This is an optimization exercise on Yosys and OpenROAD, whose aim is small area, a short achievable clock period and few clock cycles per item, not a production implementation.
Function was checked by simulation only, so behaviour that the tests miss may differ from the original.

==> inputs of indigo <==
Design matrix2x2_mult, start of the top module:
module matrix2x2_mult (
    input       clk,
    input       rst,
    input       start,
    input [7:0]  a00, a01,
    input [7:0]  a10, a11,
    input [7:0]  b00, b01,
    input [7:0]  b10, b11,
    output [16:0] c00, c01,
    output [16:0] c10, c11,
    output done
);
reg [7:0] ra00, ra01, ra10, ra11, rb00, rb01, rb10, rb11;
always @(posedge clk) begin
    ra00 <= a00; ra01 <= a01; ra10 <= a10; ra11 <= a11;
    rb00 <= b00; rb01 <= b01; rb10 <= b10; rb11 <= b11;
end
reg [2:0] v;
always @(posedge clk, posedge rst) begin
    if (rst)
        v <= 3'd0;
    else
        v <= {v[1:0], start};
end
assign done = v[2];
wire [38:0] t1_00;
mm_t1 s1_00 (.x0(ra00), .y0(rb00), .x1(ra01), .y1(rb10), .o(t1_00));
wire [38:0] t1_01;
mm_t1 s1_01 (.x0(ra00), .y0(rb01), .x1(ra01), .y1(rb11), .o(t1_01));
wire [38:0] t1_10;
mm_t1 s1_10 (.x0(ra10), .y0(rb00), .x1(ra11), .y1(rb10), .o(t1_10));
wire [38:0] t1_11;
mm_t1 s1_11 (.x0(ra10), .y0(rb01), .x1(ra11), .y1(rb11), .o(t1_11));
reg [38:0] q1_00, q1_01, q1_10, q1_11;
  ...
==> flow/config.mk <==
export PLATFORM = sky130hd
export DESIGN_NAME = matrix2x2_mult
export DESIGN_NICKNAME = matrix2x2_mult
export VERILOG_FILES = /design/flow/design.v
export SDC_FILE = /design/flow/constraint.sdc
export NUM_CORES = 4
export LEC_CHECK = 0
export CAP_MARGIN = 20
export CORE_MARGIN = 2
export CORE_UTILIZATION = 65
export CTS_BUF_LIST = sky130_fd_sc_hd__clkbuf_16
export CTS_CLUSTER_DIAMETER = 150
export CTS_CLUSTER_SIZE = 30
export SETUP_SLACK_MARGIN = 4.1
export SLEW_MARGIN = 20
export SYNTH_HIERARCHICAL = 1
export SYNTH_MINIMUM_KEEP_SIZE = 0
==> flow/constraint.sdc <==
create_clock -name core_clock -period 7.0 [get_ports {clk}]
set_input_delay 1.4000 -clock core_clock [delete_from_list [all_inputs] [get_ports {clk}]]
set_output_delay 1.4000 -clock core_clock [all_outputs]
set_load 0.01 [all_outputs]
standard.sh (not shown) runs the stock make flow with config.mk's settings and CLKGATE_MAP_FILE= SYNTH_SCRIPT=/design/flow/synth_recipe.tcl, a recipe that flattens the netlist after the stock synthesis.
==> flow/flow/run.sh <==
#!/bin/bash
# The standard layout, with plain buffers (buf_1) on the ports instead of the
# delay buffer buffer_ports picks by default.
set -euo pipefail
bash standard.sh "BUFFER_PORTS_ARGS=-buffer_cell sky130_fd_sc_hd__buf_1" finish > standard_flow.log 2>&1
==> lagoon: changes against indigo <==
==> flow/flow/run.sh (replaced) <==
#!/bin/bash
# The standard layout with two changes: plain buf_1 port buffers instead of
# the delay buffer buffer_ports picks by default, and the AOI cells that
# ABC upsized to drive strength 2 during synthesis put back at drive
# strength 1 before placement (timing repair upsizes any that need it).
set -euo pipefail
PB="BUFFER_PORTS_ARGS=-buffer_cell sky130_fd_sc_hd__buf_1"
NET="$PWD/orfs/results/sky130hd/matrix2x2_mult/base/1_2_yosys.v"
bash standard.sh "$PB" "$NET" > synth_flow.log 2>&1
python3 flow/downsize.py "$NET" > downsize.log 2>&1
bash standard.sh "$PB" finish > layout_flow.log 2>&1
==> flow/flow/downsize.py (new file) <==
#!/usr/bin/env python3
"""Put the AOI cells that ABC's upsizing left at drive strength 2 back at
drive strength 1 in the synthesized netlist (same function and pins; timing
repair later upsizes any that need it)."""
import re
import sys

path = sys.argv[1]
text = open(path).read()
swaps = {'sky130_fd_sc_hd__a21oi_2': 'sky130_fd_sc_hd__a21oi_1',
         'sky130_fd_sc_hd__a21boi_2': 'sky130_fd_sc_hd__a21boi_1'}
for old, new in swaps.items():
    n = len(re.findall(r'\b%s\b' % old, text))
    text = re.sub(r'\b%s\b' % old, new, text)
    print('%s -> %s: %d' % (old, new, n))
open(path, 'w').write(text)
Settings changed: SETUP_SLACK_MARGIN 4.1 to 4.2.
==> willow: changes against indigo <==
--- a/flow/design.v
+++ b/flow/design.v
@@ -605,95 +605,112 @@
   wire w60_0;
   mm_nor u60 (.a(i[6]), .b(w48_0), .y(w60_0));
   wire w61_0;
   mm_inv u61 (.a(w49_0), .y(w61_0));
   wire w62_0;
   mm_nor u62 (.a(w61_0), .b(w48_0), .y(w62_0));
   wire w63_0;
-  mm_inv u63 (.a(w32_0), .y(w63_0));
+  mm_inv u63 (.a(w31_0), .y(w63_0));
   wire w64_0;
-  mm_o21bai u64 (.a(w63_0), .b(w50_0), .c(w31_0), .y(w64_0));
+  mm_inv u64 (.a(w32_0), .y(w64_0));
   wire w65_0;
-  mm_nor u65 (.a(w63_0), .b(w51_0), .y(w65_0));
+  mm_o21ai u65 (.a(w64_0), .b(w50_0), .c(w63_0), .y(w65_0));
   wire w66_0;
-  mm_o21ai u66 (.a(w53_0), .b(w50_0), .c(w52_0), .y(w66_0));
+  mm_inv u66 (.a(w32_0), .y(w66_0));
   wire w67_0;
-  mm_nor u67 (.a(w53_0), .b(w51_0), .y(w67_0));
+  mm_nor u67 (.a(w66_0), .b(w51_0), .y(w67_0));
   wire w68_0;
-  mm_inv u68 (.a(w40_0), .y(w68_0));
+  mm_o21ai u68 (.a(w53_0), .b(w50_0), .c(w52_0), .y(w68_0));
   wire w69_0;
-  mm_o21bai u69 (.a(w68_0), .b(w54_0), .c(w39_0), .y(w69_0));
+  mm_nor u69 (.a(w53_0), .b(w51_0), .y(w69_0));
   wire w70_0;
-  mm_nor u70 (.a(w68_0), .b(w55_0), .y(w70_0));
+  mm_inv u70 (.a(w39_0), .y(w70_0));
   wire w71_0;
-  mm_o21ai u71 (.a(w57_0), .b(w54_0), .c(w56_0), .y(w71_0));
+  mm_inv u71 (.a(w40_0), .y(w71_0));
   wire w72_0;
-  mm_nor u72 (.a(w57_0), .b(w55_0), .y(w72_0));
+  mm_o21ai u72 (.a(w71_0), .b(w54_0), .c(w70_0), .y(w72_0));
   wire w73_0;
-  mm_a21oi u73 (.a(w28_0), .b(w62_0), .c(w27_0), .y(w73_0));
+  mm_inv u73 (.a(w40_0), .y(w73_0));
   wire w74_0;
-  mm_inv u74 (.a(w51_0), .y(w74_0));
+  mm_nor u74 (.a(w73_0), .b(w55_0), .y(w74_0));
   wire w75_0;
-  mm_a21boi u75 (.a(w74_0), .b(w62_0), .c(w50_0), .y(w75_0));
+  mm_o21ai u75 (.a(w57_0), .b(w54_0), .c(w56_0), .y(w75_0));
   wire w76_0;
-  mm_a21oi u76 (.a(w65_0), .b(w62_0), .c(w64_0), .y(w76_0));
+  mm_nor u76 (.a(w57_0), .b(w55_0), .y(w76_0));
   wire w77_0;
-  mm_a21oi u77 (.a(w67_0), .b(w62_0), .c(w66_0), .y(w77_0));
+  mm_a21oi u77 (.a(w28_0), .b(w62_0), .c(w27_0), .y(w77_0));
   wire w78_0;
-  mm_a21oi u78 (.a(w44_0), .b(w71_0), .c(w43_0), .y(w78_0));
+  mm_inv u78 (.a(w50_0), .y(w78_0));
   wire w79_0;
-  mm_nand u79 (.a(w44_0), .b(w72_0), .y(w79_0));
+  mm_inv u79 (.a(w51_0), .y(w79_0));
   wire w80_0;
-  mm_inv u80 (.a(w59_0), .y(w80_0));
+  mm_a21oi u80 (.a(w79_0), .b(w62_0), .c(w78_0), .y(w80_0));
   wire w81_0;
-  mm_a21boi u81 (.a(w80_0), .b(w71_0), .c(w58_0), .y(w81_0));
+  mm_a21oi u81 (.a(w67_0), .b(w62_0), .c(w65_0), .y(w81_0));
   wire w82_0;
-  mm_nand u82 (.a(w80_0), .b(w72_0), .y(w82_0));
+  mm_a21oi u82 (.a(w69_0), .b(w62_0), .c(w68_0), .y(w82_0));
   wire w83_0;
-  mm_inv u83 (.a(w36_0), .y(w83_0));
+  mm_a21oi u83 (.a(w44_0), .b(w75_0), .c(w43_0), .y(w83_0));
   wire w84_0;
-  mm_o21bai u84 (.a(w83_0), .b(w77_0), .c(w35_0), .y(w84_0));
+  mm_nand u84 (.a(w44_0), .b(w76_0), .y(w84_0));
   wire w85_0;
-  mm_o21ai u85 (.a(w55_0), .b(w77_0), .c(w54_0), .y(w85_0));
+  mm_inv u85 (.a(w58_0), .y(w85_0));
   wire w86_0;
-  mm_inv u86 (.a(w70_0), .y(w86_0));
+  mm_inv u86 (.a(w59_0), .y(w86_0));
   wire w87_0;
-  mm_o21bai u87 (.a(w86_0), .b(w77_0), .c(w69_0), .y(w87_0));
+  mm_a21oi u87 (.a(w86_0), .b(w75_0), .c(w85_0), .y(w87_0));
   wire w88_0;
-  mm_inv u88 (.a(w72_0), .y(w88_0));
+  mm_inv u88 (.a(w59_0), .y(w88_0));
   wire w89_0;
-  mm_o21bai u89 (.a(w88_0), .b(w77_0), .c(w71_0), .y(w89_0));
+  mm_nand u89 (.a(w88_0), .b(w76_0), .y(w89_0));
   wire w90_0;
-  mm_o21ai u90 (.a(w79_0), .b(w77_0), .c(w78_0), .y(w90_0));
-  mm_o21ai u91 (.a(w82_0), .b(w77_0), .c(w81_0), .y(c[16]));
-  mm_xnor u92 (.a(i[5]), .b(w25_0), .y(c[3]));
-  mm_xor u93 (.a(i[6]), .b(w48_0), .y(c[4]));
-  mm_xnor u94 (.a(w4_0), .b(w60_0), .y(c[5]));
-  mm_xor u95 (.a(w28_0), .b(w62_0), .y(c[6]));
-  mm_xnor u96 (.a(w30_0), .b(w73_0), .y(c[7]));
-  mm_xnor u97 (.a(w32_0), .b(w75_0), .y(c[8]));
-  mm_xnor u98 (.a(w34_0), .b(w76_0), .y(c[9]));
-  mm_xnor u99 (.a(w36_0), .b(w77_0), .y(c[10]));
-  mm_xor u100 (.a(w38_0), .b(w84_0), .y(c[11]));
-  mm_xor u101 (.a(w40_0), .b(w85_0), .y(c[12]));
-  mm_xor u102 (.a(w42_0), .b(w87_0), .y(c[13]));
-  mm_xor u103 (.a(w44_0), .b(w89_0), .y(c[14]));
-  mm_xor u104 (.a(w46_0), .b(w90_0), .y(c[15]));
+  mm_inv u90 (.a(w35_0), .y(w90_0));
+  wire w91_0;
+  mm_inv u91 (.a(w36_0), .y(w91_0));
+  wire w92_0;
+  mm_o21ai u92 (.a(w91_0), .b(w82_0), .c(w90_0), .y(w92_0));
+  wire w93_0;
+  mm_o21ai u93 (.a(w55_0), .b(w82_0), .c(w54_0), .y(w93_0));
+  wire w94_0;
+  mm_inv u94 (.a(w72_0), .y(w94_0));
+  wire w95_0;
+  mm_inv u95 (.a(w74_0), .y(w95_0));
+  wire w96_0;
+  mm_o21ai u96 (.a(w95_0), .b(w82_0), .c(w94_0), .y(w96_0));
+  wire w97_0;
+  mm_inv u97 (.a(w75_0), .y(w97_0));
+  wire w98_0;
+  mm_inv u98 (.a(w76_0), .y(w98_0));
+  wire w99_0;
+  mm_o21ai u99 (.a(w98_0), .b(w82_0), .c(w97_0), .y(w99_0));
+  wire w100_0;
+  mm_o21ai u100 (.a(w84_0), .b(w82_0), .c(w83_0), .y(w100_0));
+  mm_o21ai u101 (.a(w89_0), .b(w82_0), .c(w87_0), .y(c[16]));
+  mm_xnor u102 (.a(i[5]), .b(w25_0), .y(c[3]));
+  mm_xor u103 (.a(i[6]), .b(w48_0), .y(c[4]));
+  mm_xnor u104 (.a(w4_0), .b(w60_0), .y(c[5]));
+  mm_xor u105 (.a(w28_0), .b(w62_0), .y(c[6]));
+  mm_xnor u106 (.a(w30_0), .b(w77_0), .y(c[7]));
+  mm_xnor u107 (.a(w32_0), .b(w80_0), .y(c[8]));
+  mm_xnor u108 (.a(w34_0), .b(w81_0), .y(c[9]));
+  mm_xnor u109 (.a(w36_0), .b(w82_0), .y(c[10]));
+  mm_xor u110 (.a(w38_0), .b(w92_0), .y(c[11]));
+  mm_xor u111 (.a(w40_0), .b(w93_0), .y(c[12]));
+  mm_xor u112 (.a(w42_0), .b(w96_0), .y(c[13]));
+  mm_xor u113 (.a(w44_0), .b(w99_0), .y(c[14]));
+  mm_xor u114 (.a(w46_0), .b(w100_0), .y(c[15]));
 endmodule
 module mm_nand (input a, b, output y); assign y = ~(a & b); endmodule
 module mm_nor (input a, b, output y); assign y = ~(a | b); endmodule
 module mm_or (input a, b, output y); assign y = a | b; endmodule
 module mm_xor (input a, b, output y); assign y = a ^ b; endmodule
 module mm_xnor (input a, b, output y); assign y = ~(a ^ b); endmodule
 module mm_inv (input a, output y); assign y = ~a; endmodule
 module mm_a21oi (input a, b, c, output y); assign y = ~((a & b) | c); endmodule
 module mm_o21ai (input a, b, c, output y); assign y = ~((a | b) & c); endmodule
-module mm_a21boi (input a, b, c, output y); assign y = ~((a & b) | ~c); endmodule
-module mm_o21bai (input a, b, c, output y); assign y = ~((a | b) & ~c); endmodule
-module mm_nor2b (input a, b, output y); assign y = ~(a | ~b); endmodule
 module mm_fa (
   input  a, b, c,
   output s, co
 );
   assign s = a ^ b ^ c;
   assign co = (a & b) | (a & c) | (b & c);
 endmodule
==> flow/run.sh (new file) <==
#!/bin/bash
# synth_recipe.tcl (not shown) runs the flow's synth.tcl, then flattens the netlist and writes it again
# the make line also repeats each setting of config.mk as NAME=value (left out here)
make -C /OpenROAD-flow-scripts/flow DESIGN_CONFIG=/design/flow/config.mk WORK_HOME=/design/flow/orfs CLKGATE_MAP_FILE= SYNTH_SCRIPT=/design/flow/synth_recipe.tcl finish
Settings changed: CORE_UTILIZATION 65 to 60, CTS_BUF_LIST sky130_fd_sc_hd__clkbuf_16 to sky130_fd_sc_hd__clkbuf_4 sky130_fd_sc_hd__clkbuf_8, CTS_CLUSTER_DIAMETER 150 to not set, CTS_CLUSTER_SIZE 30 to not set.
removed: flow/flow/run.sh
removed: flow/standard.sh
==> notes.md <==
- Final cell count: willow > lagoon > indigo.
- Non-clock buffer count: lagoon is higher than indigo (14).
- Against lagoon, the area after synthesis of indigo is larger by 0.92%.
- In flip-flop and latch count, indigo and lagoon do not differ.
- The lowest via count belongs to indigo, the highest to willow.
Testbench counts of indigo, summed over its fixed seeds: cycles 16,016, items 16,000.
Testbench counts of lagoon, summed over its fixed seeds: cycles 16,016, items 16,000.
Testbench counts of willow, summed over its fixed seeds: cycles 16,016, items 16,000.

==> afterwards: timing with drivers on the ports <==
In the flow no input, the clock included, has a driving cell. The finished layouts below were timed again as built, in two steps.
Step 1 (the two cells are an assumption about what drives the block):
set clk [get_ports {clk}]
set_driving_cell -lib_cell sky130_fd_sc_hd__clkbuf_16 $clk
set_driving_cell -lib_cell sky130_fd_sc_hd__buf_2 [delete_from_list [all_inputs] $clk]
Step 2 adds t to the input delays and takes it off the output delays; t is the mean of the earliest and latest rising clock arrival at the registers after step 1. Input paths then give back, and output paths get back, about the clock's delay inside the block.
a / b / c = ideal / step 1 / step 2; a / b = the first two.
run | shift t [ns] | setup WS [ns] | worst setup path at the end | latest minus earliest clock arrival (ns) | worst slew at a driven data input, ns
indigo | 0.550 | 4.142 / 4.142 / 4.142 | register to register | 0.022 / 0.022 | 0.04
lagoon | 0.551 | 4.239 / 4.239 / 4.239 | register to register | 0.023 / 0.024 | 0.04
willow | 0.608 | 4.131 / 4.117 / 4.131 | register to register | 0.019 / 0.020 | 0.05
After both steps every run listed still meets setup and hold.
